Background: an optimization exercise with open tools, aiming at small area and a short achievable clock period. Do not read the settings as production practice.
Where RTL was checked, it was by simulation tests only, not by an equivalence proof against the original.
No activity file was given, so power comes from the tool's default toggle rates.

==> inputs of build 62 <==
Design SCPU, start of the top module:
module SCPU(
    clk, rst_n, in_valid, instruction, MEM_out,
    busy, out_valid,
    out0, out1, out2, out3, out4, out5, out6, out7,
    out8, out9, out10, out11, out12, out13, out14, out15,
    WEN, ADDR, MEM_in
);
export LEC_CHECK = 0
export ABC_AREA = 1
export CAP_MARGIN = 20
export CORE_MARGIN = 2
export CORE_UTILIZATION = 40
export CTS_CLUSTER_DIAMETER = 100
export CTS_CLUSTER_SIZE = 16
export SETUP_SLACK_MARGIN = 4.0
export SLEW_MARGIN = 20
create_clock -name core_clock -period 6.8 [get_ports {clk}]
standard.sh (not shown) runs the stock make flow with config.mk's settings and CLKGATE_MAP_FILE= SYNTH_SCRIPT=/design/flow/synth_recipe.tcl, a recipe that flattens the netlist after the stock synthesis.
==> flow/flow/run.sh <==
#!/bin/bash
# The standard layout (standard.sh, standard synthesis included), except that
# the input and output ports are buffered with plain buffers (buf_1) instead of
# the delay cells buffer_ports picks by default. The make output goes to
# standard.log; ORFS keeps each tool's own log under orfs/logs/.
set -euo pipefail
export BUFFER_PORTS_ARGS="-buffer_cell sky130_fd_sc_hd__buf_1"
bash standard.sh > standard.log 2>&1
==> trial 18 (differences from build 62) <==
--- a/flow/design.v
+++ b/flow/design.v
@@ -875,72 +875,106 @@
 wire n_280 = n_57 ^ n_244;
 wire n_281 = n_58 ^ n_246;
 wire n_282 = n_59 ^ n_248;
 wire [31:0] prod4 = {n_282, n_281, n_280, n_279, n_278, n_277, n_276, n_275, n_274, n_273, n_272, n_271, n_270, n_269, n_268, n_267, n_266, n_265, n_264, n_263, n_262, n_261, n_260, n_259, n_258, n_257, n_256, n_255, n_254, n_253, n_252, n_28};
 wire [15:0] resd_n = ld4 ? MEM_out : (mul4 ? prod4[31:16] : alu4);
 wire [15:0] resl_n = mul4 ? prod4[15:0] : {15'd0, ~alu4[0]};
-reg v5;
-reg [15:0] wl5, wd5;
+reg v5, wrd5, wrl5;
+reg [3:0] d5a, d5b, l5a, l5b;
 reg [15:0] resd5, resl5;
 always @(posedge clk or negedge rst_n)
     if (!rst_n) begin
-        v5 <= 1'b0; wl5 <= 16'd0; wd5 <= 16'd0;
+        v5 <= 1'b0; wrd5 <= 1'b0; wrl5 <= 1'b0;
     end else begin
-        v5 <= v4;
-        wl5 <= {15'd0, wrl4} << l4;
-        wd5 <= ({15'd0, wrd4} << d4) & ~({15'd0, wrl4} << l4);
+        v5 <= v4; wrd5 <= wrd4 & ~(wrl4 & (d4 == l4)); wrl5 <= wrl4;
     end
 always @(posedge clk) begin
+    d5a <= 4'd1 << d4[1:0];
+    d5b <= 4'd1 << d4[3:2];
+    l5a <= 4'd1 << l4[1:0];
+    l5b <= 4'd1 << l4[3:2];
     resd5 <= resd_n;
     resl5 <= resl_n;
 end
 always @(posedge clk or negedge rst_n)
     if (!rst_n) out_valid <= 1'b0; else out_valid <= v5;
+wire wl_0 = wrl5 & l5a[0] & l5b[0];
+wire wd_0 = wrd5 & d5a[0] & d5b[0];
 always @(posedge clk or negedge rst_n)
     if (!rst_n) out0 <= 16'd0;
-    else out0 <= ({16{wl5[0]}} & resl5) | ({16{wd5[0]}} & resd5) | ({16{~(wl5[0] | wd5[0])}} & out0);
+    else out0 <= ({16{wl_0}} & resl5) | ({16{wd_0}} & resd5) | ({16{~(wl_0 | wd_0)}} & out0);
+wire wl_1 = wrl5 & l5a[1] & l5b[0];
+wire wd_1 = wrd5 & d5a[1] & d5b[0];
 always @(posedge clk or negedge rst_n)
     if (!rst_n) out1 <= 16'd0;
-    else out1 <= ({16{wl5[1]}} & resl5) | ({16{wd5[1]}} & resd5) | ({16{~(wl5[1] | wd5[1])}} & out1);
+    else out1 <= ({16{wl_1}} & resl5) | ({16{wd_1}} & resd5) | ({16{~(wl_1 | wd_1)}} & out1);
+wire wl_2 = wrl5 & l5a[2] & l5b[0];
+wire wd_2 = wrd5 & d5a[2] & d5b[0];
 always @(posedge clk or negedge rst_n)
     if (!rst_n) out2 <= 16'd0;
-    else out2 <= ({16{wl5[2]}} & resl5) | ({16{wd5[2]}} & resd5) | ({16{~(wl5[2] | wd5[2])}} & out2);
+    else out2 <= ({16{wl_2}} & resl5) | ({16{wd_2}} & resd5) | ({16{~(wl_2 | wd_2)}} & out2);
+wire wl_3 = wrl5 & l5a[3] & l5b[0];
+wire wd_3 = wrd5 & d5a[3] & d5b[0];
 always @(posedge clk or negedge rst_n)
     if (!rst_n) out3 <= 16'd0;
-    else out3 <= ({16{wl5[3]}} & resl5) | ({16{wd5[3]}} & resd5) | ({16{~(wl5[3] | wd5[3])}} & out3);
+    else out3 <= ({16{wl_3}} & resl5) | ({16{wd_3}} & resd5) | ({16{~(wl_3 | wd_3)}} & out3);
+wire wl_4 = wrl5 & l5a[0] & l5b[1];
+wire wd_4 = wrd5 & d5a[0] & d5b[1];
 always @(posedge clk or negedge rst_n)
     if (!rst_n) out4 <= 16'd0;
-    else out4 <= ({16{wl5[4]}} & resl5) | ({16{wd5[4]}} & resd5) | ({16{~(wl5[4] | wd5[4])}} & out4);
+    else out4 <= ({16{wl_4}} & resl5) | ({16{wd_4}} & resd5) | ({16{~(wl_4 | wd_4)}} & out4);
+wire wl_5 = wrl5 & l5a[1] & l5b[1];
+wire wd_5 = wrd5 & d5a[1] & d5b[1];
 always @(posedge clk or negedge rst_n)
     if (!rst_n) out5 <= 16'd0;
-    else out5 <= ({16{wl5[5]}} & resl5) | ({16{wd5[5]}} & resd5) | ({16{~(wl5[5] | wd5[5])}} & out5);
+    else out5 <= ({16{wl_5}} & resl5) | ({16{wd_5}} & resd5) | ({16{~(wl_5 | wd_5)}} & out5);
+wire wl_6 = wrl5 & l5a[2] & l5b[1];
+wire wd_6 = wrd5 & d5a[2] & d5b[1];
 always @(posedge clk or negedge rst_n)
     if (!rst_n) out6 <= 16'd0;
-    else out6 <= ({16{wl5[6]}} & resl5) | ({16{wd5[6]}} & resd5) | ({16{~(wl5[6] | wd5[6])}} & out6);
+    else out6 <= ({16{wl_6}} & resl5) | ({16{wd_6}} & resd5) | ({16{~(wl_6 | wd_6)}} & out6);
+wire wl_7 = wrl5 & l5a[3] & l5b[1];
+wire wd_7 = wrd5 & d5a[3] & d5b[1];
 always @(posedge clk or negedge rst_n)
     if (!rst_n) out7 <= 16'd0;
-    else out7 <= ({16{wl5[7]}} & resl5) | ({16{wd5[7]}} & resd5) | ({16{~(wl5[7] | wd5[7])}} & out7);
+    else out7 <= ({16{wl_7}} & resl5) | ({16{wd_7}} & resd5) | ({16{~(wl_7 | wd_7)}} & out7);
+wire wl_8 = wrl5 & l5a[0] & l5b[2];
+wire wd_8 = wrd5 & d5a[0] & d5b[2];
 always @(posedge clk or negedge rst_n)
     if (!rst_n) out8 <= 16'd0;
-    else out8 <= ({16{wl5[8]}} & resl5) | ({16{wd5[8]}} & resd5) | ({16{~(wl5[8] | wd5[8])}} & out8);
+    else out8 <= ({16{wl_8}} & resl5) | ({16{wd_8}} & resd5) | ({16{~(wl_8 | wd_8)}} & out8);
+wire wl_9 = wrl5 & l5a[1] & l5b[2];
+wire wd_9 = wrd5 & d5a[1] & d5b[2];
 always @(posedge clk or negedge rst_n)
     if (!rst_n) out9 <= 16'd0;
-    else out9 <= ({16{wl5[9]}} & resl5) | ({16{wd5[9]}} & resd5) | ({16{~(wl5[9] | wd5[9])}} & out9);
+    else out9 <= ({16{wl_9}} & resl5) | ({16{wd_9}} & resd5) | ({16{~(wl_9 | wd_9)}} & out9);
+wire wl_10 = wrl5 & l5a[2] & l5b[2];
+wire wd_10 = wrd5 & d5a[2] & d5b[2];
 always @(posedge clk or negedge rst_n)
     if (!rst_n) out10 <= 16'd0;
-    else out10 <= ({16{wl5[10]}} & resl5) | ({16{wd5[10]}} & resd5) | ({16{~(wl5[10] | wd5[10])}} & out10);
+    else out10 <= ({16{wl_10}} & resl5) | ({16{wd_10}} & resd5) | ({16{~(wl_10 | wd_10)}} & out10);
+wire wl_11 = wrl5 & l5a[3] & l5b[2];
+wire wd_11 = wrd5 & d5a[3] & d5b[2];
 always @(posedge clk or negedge rst_n)
     if (!rst_n) out11 <= 16'd0;
-    else out11 <= ({16{wl5[11]}} & resl5) | ({16{wd5[11]}} & resd5) | ({16{~(wl5[11] | wd5[11])}} & out11);
+    else out11 <= ({16{wl_11}} & resl5) | ({16{wd_11}} & resd5) | ({16{~(wl_11 | wd_11)}} & out11);
+wire wl_12 = wrl5 & l5a[0] & l5b[3];
+wire wd_12 = wrd5 & d5a[0] & d5b[3];
 always @(posedge clk or negedge rst_n)
     if (!rst_n) out12 <= 16'd0;
-    else out12 <= ({16{wl5[12]}} & resl5) | ({16{wd5[12]}} & resd5) | ({16{~(wl5[12] | wd5[12])}} & out12);
+    else out12 <= ({16{wl_12}} & resl5) | ({16{wd_12}} & resd5) | ({16{~(wl_12 | wd_12)}} & out12);
+wire wl_13 = wrl5 & l5a[1] & l5b[3];
+wire wd_13 = wrd5 & d5a[1] & d5b[3];
 always @(posedge clk or negedge rst_n)
     if (!rst_n) out13 <= 16'd0;
-    else out13 <= ({16{wl5[13]}} & resl5) | ({16{wd5[13]}} & resd5) | ({16{~(wl5[13] | wd5[13])}} & out13);
+    else out13 <= ({16{wl_13}} & resl5) | ({16{wd_13}} & resd5) | ({16{~(wl_13 | wd_13)}} & out13);
+wire wl_14 = wrl5 & l5a[2] & l5b[3];
+wire wd_14 = wrd5 & d5a[2] & d5b[3];
 always @(posedge clk or negedge rst_n)
     if (!rst_n) out14 <= 16'd0;
-    else out14 <= ({16{wl5[14]}} & resl5) | ({16{wd5[14]}} & resd5) | ({16{~(wl5[14] | wd5[14])}} & out14);
+    else out14 <= ({16{wl_14}} & resl5) | ({16{wd_14}} & resd5) | ({16{~(wl_14 | wd_14)}} & out14);
+wire wl_15 = wrl5 & l5a[3] & l5b[3];
+wire wd_15 = wrd5 & d5a[3] & d5b[3];
 always @(posedge clk or negedge rst_n)
     if (!rst_n) out15 <= 16'd0;
-    else out15 <= ({16{wl5[15]}} & resl5) | ({16{wd5[15]}} & resd5) | ({16{~(wl5[15] | wd5[15])}} & out15);
+    else out15 <= ({16{wl_15}} & resl5) | ({16{wd_15}} & resd5) | ({16{~(wl_15 | wd_15)}} & out15);
 endmodule
==> notes <==
- Build 62 completed without violations. Trial 18 completed without violations.
- Of trial 18 and build 62, trial 18 has the higher combinational power (gap about 2%, measured against build 62).
- Of build 62 and trial 18, build 62 has the higher total power (gap 1.1%, measured against trial 18).
- Of trial 18 and build 62, trial 18 has the higher fmax (gap about 3%, measured against build 62).
- Between build 62 and trial 18, the lower global-route usage is in trial 18 (gap 3.4 points).
- Of trial 18 and build 62, build 62 has the higher clock skew (gap 9.5 ps).
- Against build 62, the critical path depth of trial 18 is lower by 13.
- Of build 62 and trial 18, trial 18 has the higher register-to-register slack (gap 120 ps).
- Utilization is about the same in trial 18 and build 62.
- Between build 62 and trial 18, the lower die area is in trial 18 (gap about 1%, measured against trial 18).
- Clock power: build 62 is larger than trial 18 (about 4%).
No functional check of the RTL was part of build 62.

* * *

==> inputs of build 72 <==
SCPU, a different RTL version from the one above (not shown whole).
Settings: LEC_CHECK=0, ABC_AREA=1, CAP_MARGIN=20, CORE_MARGIN=2, CORE_UTILIZATION=40, SETUP_SLACK_MARGIN=4.1, SLEW_MARGIN=20; clock period 6.8 ns.
==> flow/flow/run.sh <==
#!/bin/bash
# The standard layout (standard.sh, standard synthesis included), except that
# the input and output ports are buffered with plain buffers (buf_2) instead of
# the delay cells buffer_ports picks by default. The make output goes to
# standard.log; ORFS keeps each tool's own log under orfs/logs/.
set -euo pipefail
export BUFFER_PORTS_ARGS="-buffer_cell sky130_fd_sc_hd__buf_2"
bash standard.sh > standard.log 2>&1
==> trial 78: changes against build 72 <==
--- a/flow/design.v
+++ b/flow/design.v
@@ -48,27 +48,12 @@
     op2  <= i1[18:16];
     rs2  <= i1[15:12];
     rt2  <= i1[11:8];
     imm2 <= i1[7:0];
 end
-reg [15:0] rs_oh2;
-always @(posedge clk) rs_oh2 <= 16'd1 << i1[15:12];
-reg [15:0] rs_val;
-integer rs_i;
-always @(*) begin
-    rs_val = 16'd0;
-    for (rs_i = 0; rs_i < 16; rs_i = rs_i + 1)
-        rs_val = rs_val | ({16{rs_oh2[rs_i]}} & rf[rs_i]);
-end
-wire [15:0] rt_oh2 = 16'd1 << rt2;
-reg [15:0] rt_val;
-integer rt_i;
-always @(*) begin
-    rt_val = 16'd0;
-    for (rt_i = 0; rt_i < 16; rt_i = rt_i + 1)
-        rt_val = rt_val | ({16{rt_oh2[rt_i]}} & rf[rt_i]);
-end
+wire [15:0] rs_val = rf[rs2];
+wire [15:0] rt_val = rf[rt2];
 wire imm_op2 = (op2 == 3'b011) | (op2 == 3'b100);       
 wire [15:0] b_val = imm_op2 ? {{8{imm2[7]}}, imm2} : rt_val;
 wire [8:0] addr_lo = {1'b0, rs_val[7:0]} + {1'b0, imm2};
 wire [4:0] addr_hi1 = rs_val[12:8] + 5'd1;
 wire [12:0] addr_n = {addr_lo[8] ? addr_hi1 : rs_val[12:8], addr_lo[7:0]};
==> flow/run.sh (new file) <==
#!/bin/bash
# synth_recipe.tcl (not shown) runs the flow's synth.tcl, then flattens the netlist and writes it again
# the make line also repeats each setting of config.mk as NAME=value (left out here)
make -C /OpenROAD-flow-scripts/flow DESIGN_CONFIG=/design/flow/config.mk WORK_HOME=/design/flow/orfs CLKGATE_MAP_FILE= SYNTH_SCRIPT=/design/flow/synth_recipe.tcl finish
Settings changed: ABC_AREA 1 to not set, SETUP_SLACK_MARGIN 4.1 to not set.
removed: flow/flow/run.sh
removed: flow/standard.sh
==> notes <==
In trial 78 the worst setup slack is worse than in build 72, by 2.3 ns.
Synthesized area: trial 78 is higher than build 72 (1.2%).
Of trial 78 and build 72, build 72 has the higher worst hold slack (gap 0.0074 ns).
Sequential cell count: trial 78 is lower than build 72 (12).
Combinational power: build 72 is lower than trial 78 (about 8%).
In build 72 the fmax is higher than in trial 78, by 84%.
Count of clock-buffer cells in the layout: trial 78 is lower than build 72 (11).
==> figures <==
Status: trial 78 complete, no violations; build 72 complete, no violations
Worst Max-Slew Pin Slew: trial 78 1.171 ns; build 72 1.170 ns
Relative slew slack: trial 78 21.33%; build 72 21.87%
Via-per-instance ratio: trial 78 6.124; build 72 6.038
All-layer global routing usage: trial 78 35.03%; build 72 42.03%
Setup slack of the most critical reg-to-reg path: trial 78 1.68 ns; build 72 4.02 ns
Xor and xnor fraction of the mapped netlist area: trial 78 5.697%; build 72 4.675%
Number of clock buffers in the layout: trial 78 85; build 72 96
Post-detail-place hpwl: trial 78 108500 um; build 72 134100 um
Pin count of the biggest net entering global routing: trial 78 163; build 72 154
Fraction of power consumed by the clock network: trial 78 15.2%; build 72 18.6%
Cell count along the critical path: trial 78 10; build 72 8
Post-synthesis async set-or-reset flop share: trial 78 49.63%; build 72 48.56%
Leak pwr: trial 78 16.01 nW; build 72 18.10 nW
Maximum fanout encountered on the critical timing path: trial 78 38; build 72 14
Vertical die dimension: trial 78 285.4 um; build 72 283.7 um
Function was not checked in any run of this note: the RTL went through the layout flow alone.

* * *

==> fjord: inputs <==
RTL: one of the versions met above, not the one the previous note started from.
export LEC_CHECK = 0
export ABC_AREA = 1
export CAP_MARGIN = 20
export CORE_MARGIN = 2
export CORE_UTILIZATION = 40
export CTS_CLUSTER_DIAMETER = 100
export CTS_CLUSTER_SIZE = 16
export PLACE_DENSITY = 0.45
export SETUP_SLACK_MARGIN = 4.1
export SLEW_MARGIN = 20
create_clock -name core_clock -period 6.8 [get_ports {clk}]
==> flow/flow/run.sh <==
#!/bin/bash
# The standard layout (standard.sh, standard synthesis included), except that
# the input and output ports are buffered with plain buffers (buf_1) instead of
# the delay cells buffer_ports picks by default. The make output goes to
# standard.log; ORFS keeps each tool's own log under orfs/logs/.
set -euo pipefail
export BUFFER_PORTS_ARGS="-buffer_cell sky130_fd_sc_hd__buf_1"
bash standard.sh > standard.log 2>&1
==> inputs of raven, as changes to fjord <==
--- a/flow/config.mk
+++ b/flow/config.mk
@@ -11,6 +11,6 @@
 export CORE_UTILIZATION = 40
 export CTS_CLUSTER_DIAMETER = 100
 export CTS_CLUSTER_SIZE = 16
-export PLACE_DENSITY = 0.45
+export PLACE_DENSITY = 0.8
 export SETUP_SLACK_MARGIN = 4.1
 export SLEW_MARGIN = 20
==> notes.md <==
- In fjord the first-iteration DRC count is smaller than in raven, by about 36%.
- Die area is the same in raven and fjord.
- In flip-flop and latch count, raven and fjord do not differ.
- Against fjord, the cell count of raven is lower by about 0.5%.
- Via count: raven is larger than fjord (4.2%).
- Between fjord and raven, the lower sequential power is in fjord (gap about 3%, measured against raven).

[static timing again, ports no longer ideal]
In the flow no input, the clock included, has a driving cell. The finished layouts below were timed again as built, in two steps.
Step 1 (the two cells are an assumption about what drives the block):
set clk [get_ports {clk}]
set_driving_cell -lib_cell sky130_fd_sc_hd__clkbuf_16 $clk
set_driving_cell -lib_cell sky130_fd_sc_hd__buf_2 [delete_from_list [all_inputs] $clk]
Step 2 adds t to the input delays and takes it off the output delays; t is the mean of the earliest and latest rising clock arrival at the registers after step 1. Input paths then give back, and output paths get back, about the clock's delay inside the block.
Slacks: ideal / step 1 / step 2; pairs: ideal / step 1.
| run | t (ns) | setup slack, ns | worst setup path at the end | slew at the worst register clock pin (ns) |
|---|---|---|---|---|
| build 62 | 0.683 | 3.908 / 3.908 / 3.908 | register to register | 0.09 / 0.09 |
| trial 18 | 0.673 | 3.993 / 3.920 / 4.033 | register to register | 0.08 / 0.08 |
| build 72 | 0.684 | 4.015 / 4.015 / 4.015 | register to register | 0.07 / 0.07 |
| trial 78 | 0.712 | 1.680 / 1.680 / 1.680 | register to register | 0.07 / 0.07 |
| fjord | 0.680 | 4.057 / 4.033 / 4.057 | register to register | 0.09 / 0.09 |
| raven | 0.664 | 3.921 / 3.921 / 3.831 | input, reset recovery | 0.08 / 0.08 |
After both steps every run listed still meets setup and hold. The setup slack of raven, which loses most, moves by 0.000 ns with the drivers and by -0.090 ns with both steps. The worst setup slack also covers recovery checks on asynchronous resets.
